This design comes from an exercise in tuning for small area and a short achievable clock period on the open sky130 flow, not from production work.
In this exercise RTL edits were held to simulation tests only and were not proved equivalent to the original.

===== design.v =====
module multiplier_pipelined(
    input logic clk,
    input logic[31:0] a,
    input logic[31:0] b,
    output logic[63:0] r
);
    logic [32:0][63:0] acc;
    logic [32:0][63:0] mp;
    logic [32:0][31:0] mc;
    always_ff @(posedge clk) begin
        mp[0] <= a;
        mc[0] <= b;
    end
    assign acc[0]=0;
    genvar i;
    for(i=0; i<32; i++) begin
        assign acc[i+1] = acc[i] + ((mc[i]&1) ? mp[i] : 0);
        assign mp[i+1] = mp[i]<<1;
        assign mc[i+1] = mc[i]>>1;
    end
    always_ff @(posedge clk) begin
        r <= acc[32];
    end
endmodule

===== run.sh =====
#!/bin/bash
# synth_recipe.tcl (not shown) runs the flow's synth.tcl, then flattens the netlist and writes it again
# the make line also repeats each setting of config.mk as NAME=value (left out here)
make -C /OpenROAD-flow-scripts/flow DESIGN_CONFIG=/design/flow/config.mk WORK_HOME=/design/flow/orfs CLKGATE_MAP_FILE= SYNTH_SCRIPT=/design/flow/synth_recipe.tcl finish

===== config.mk =====
export PLATFORM = sky130hd
export DESIGN_NAME = multiplier_pipelined
export DESIGN_NICKNAME = multiplier_pipelined
export VERILOG_FILES = /design/flow/design.v
export SDC_FILE = /design/flow/constraint.sdc
export NUM_CORES = 4
export LEC_CHECK = 0
export CAP_MARGIN = 20
export CORE_MARGIN = 2
export CORE_UTILIZATION = 40
export SLEW_MARGIN = 20

===== constraint.sdc =====
create_clock -name core_clock -period 9.0 [get_ports {clk}]
set_input_delay 1.8000 -clock core_clock [delete_from_list [all_inputs] [get_ports {clk}]]
set_output_delay 1.8000 -clock core_clock [all_outputs]
set_load 0.01 [all_outputs]

==> flow_metrics.env <==
export IMPL_avgSynthCellArea_sq_um=9.25
export IMPL_gr_total_overflow=0
export IMPL_multiInputGateArea_sq_um=28400
export IMPL_final_common_cell="fa_1"
export IMPL_cts_tree="built"
export IMPL_synthArstFlopShare_pct=0
export IMPL_avgRoutedWirePerCell_um=21.8
export IMPL_reg2reg_depth=23
export IMPL_ys_seq_area_share_pct=7.32
export IMPL_rsz0062_at_grt="false"
export IMPL_holdPathStages=1
export IMPL_post_cts_setup_buffers=0
export IMPL_fmax_mhz=124
export IMPL_synthToLayoutAreaGrowth_pct=10.0
export IMPL_clk_latency_ps=530
export IMPL_numCtsBuffers=17
export IMPL_synth_seq_cells=128
export IMPL_end_kind="flop"
export IMPL_slew_viol_final=0
export IMPL_status="timing/DRC/antenna clean"
export IMPL_io_buffers=128
export IMPL_cts_root_buf="clkbuf_16"
export IMPL_syn_nets=5009
export IMPL_rr_startpoint="mc[17]"
export IMPL_hpwl_um=85600
export IMPL_tightestPinTransition_ps=1090
export IMPL_wl_um=109000
export IMPL_drtPass1Iterations=5
export IMPL_first_global_vias=28441
export IMPL_period_share_pct=89.3
export IMPL_synth_distinct_cells=54
export IMPL_ff_latch_area_sq_um=2560
export IMPL_initial_core_util_pct=40.4
export IMPL_r2r_setup_slack_ps=960
export IMPL_cp_start_kind="flop"
export IMPL_synth_edff_count=0
export IMPL_post_route_util_pct=44.4
export IMPL_cts_hold_buf=0
export IMPL_required_ps=9400
export IMPL_max_cap_violations=0
export IMPL_synth_flop_cell="dfxtp_1"
export IMPL_drtIter0Drc=1623
export IMPL_path_clk_slew_ps=70
export IMPL_drt_vias_per_instance=5.20
export IMPL_die_x_um=300
export IMPL_cp_arrival_ps=8440
export IMPL_row_count=108
export IMPL_regToRegEndpoint="r[57]"
export IMPL_grt_usage_pct=25.4
export IMPL_n_antenna_cell=0
export IMPL_hold_end="r[0]"
export IMPL_cp_max_fo=21
export IMPL_drive_above_1_share_pct=4.20
export IMPL_die_h_um=300
export IMPL_fin_crit_ps=8040
export IMPL_setup_tns_ps=0
export IMPL_clockBufferDepth=2
export IMPL_clock_sinks=128
export IMPL_antenna_found_initial=2
export IMPL_coreArea_sq_um=86800
export IMPL_synth_area_sq_um=35000
export IMPL_htreeDepth=4
export IMPL_worstSetupPathType="reg -> reg"
export IMPL_relSlewSlack_pct=27.5
export IMPL_hold_path_startpoint="mc[0]"
export IMPL_die_area_sq_um=89900
export IMPL_cts_resized=0
export IMPL_antenna_left=0
export IMPL_syn_inst=3785
export IMPL_finalHoldViolations=0
export IMPL_num_vias=26087
export IMPL_grt_max_degree=33
export IMPL_ys_warn_count=65
export IMPL_grt_pass1_wl_um=169000
export IMPL_gp_congestion=0.907
export IMPL_drc_errors=0
export IMPL_hold_path_class="reg -> reg"
export IMPL_final_nets=5070
export IMPL_fillers=8507
export IMPL_setup_viol=0
export IMPL_layout_common_cells="902 x fa_1, 857 x inv_1, 757 x nand2_1"
export IMPL_ios=129
export IMPL_finClkSkew_ps=24.3
-- cells by family (layout without fill, tap and decap cells) --
kind of cell	after synthesis	after routing	synth area share [%]
AO/OA/AOI/OAI	203	203	3.82
AND/OR/NAND/NOR	1172	1172	15.2
XOR/XNOR	55	55	1.38
adder cells (fa/ha/maj)	1159	1159	60.7
multiplexers	1	1	0.0286
flip-flops	128	128	7.32
buffers and inverters	1067	1140	11.5
-- registers in the layout (all words and copies together), names as in the netlist --
signal,cells
mc,32
mp,32
r,64
-- per-stage QoR --
stage                     cells  instance area [sq um]  setup slack, ps  hold slack [ps]
after global placement     4982                  37900             1030              848
after floorplan            3785                  35000             1930              485
final                      5013                  38500              960              840
after detailed placement   4982                  37900              972              824
after CTS                  5013                  38500              950              839
after global routing       5013                  38500              532              871
-- critical path, stage by stage (launching register included) --
cell	delay, ps
dfxtp_1	1000
nand2_1	280
fa_1	580
inv_1	50
fa_1	410
fa_1	520
inv_1	50
fa_1	510
fa_1	610
fa_1	510
inv_1	60
fa_1	480
inv_1	50
fa_1	470
inv_1	40
ha_1	430
and4_1	260
and3_1	180
a22oi_2	100
a2111oi_4	380
a221oi_2	180
o41ai_4	450
a31oi_1	160
xnor2_1	150
-- layout make-up --
class                   instances  area share (%)
repair buffers                252            5.87
inverters                     857            8.35
well taps                    1155            3.75
flip-flops and latches        128            6.65
multi-input cells            2590            73.8
clock inverters                12           0.409
clock buffers                  19            1.18
-- how the worst max path moves through the flow --
stage | depth (start not counted) | start | endpoint | slack [ps]
finish | 23 | mc[17] | r[57] | 960
global route | 23 | mc[17] | r[61] | 530
CTS | 23 | mc[17] | r[61] | 950
detailed placement | 23 | mc[17] | r[57] | 970
global placement | 23 | mc[17] | r[61] | 1030
floorplan | 25 | mc[25] | r[57] | 1930
-- synth_stat cells, drive strengths merged, types with 2 or more instances --
master   count  area, sq um
a211oi       9         67.6
a21boi       2         15.0
a21o        25          188
a21oi       64          320
a221oi       5         50.0
a31oi       13         87.6
and2       317         1980
and3        12         75.1
and4         2         17.5
buf         10         50.1
clkbuf     200          751
dfxtp      128         2560
fa         902        18100
ha         257         3220
inv        857         3220
nand2      757         2840
nand2b       5         31.3
nand3       16         80.1
nand4       14         87.6
nor2        32          120
nor2b        2         12.5
nor3         8         40.0
nor4         3         18.8
o2111ai      4         41.3
o211ai       5         37.5
o21a         4         30.0
o21ai       44          220
o21bai      10         75.1
o31ai        4         35.0
o41ai        3         45.1
or2          2         12.5
xnor2       37          324
xor2        18          158
-- per-layer routing --
metal	global-route usage [%]	vias up	part of all wire, %
met4	14.9	0	6.3
li1	-	11077	-
met5	0	-	0
met3	3.41	327	5.9
met1	29.7	13652	36
met2	44.7	1031	52

afterwards: timing with drivers on the ports:
Ports are ideal in the flow. The routed layout listed here was re-timed in OpenROAD.
Step 1: set_driving_cell puts a clkbuf_16 on clk and a buf_2 on each other input, an assumption about the parent block.
Step 2 times the ports against the registers' clock, not the clock port: input delays grow and output delays shrink by t, the midpoint of the rising clock arrivals with the driver on.
Three values: no drivers, after step 1, after step 2; two values: the first two.
t, ns: 0.589
slack for setup (ns): 0.960 / 0.960 / 0.960
worst setup path after step 2: register to register
worst register clock-pin slew, ns: 0.08 / 0.08
worst slew at a driven data input, ns: 0.05
After both steps setup and hold are still met in this run. For this run, drivers alone change the setup slack by 0.000 ns; drivers and shift together by 0.000 ns.
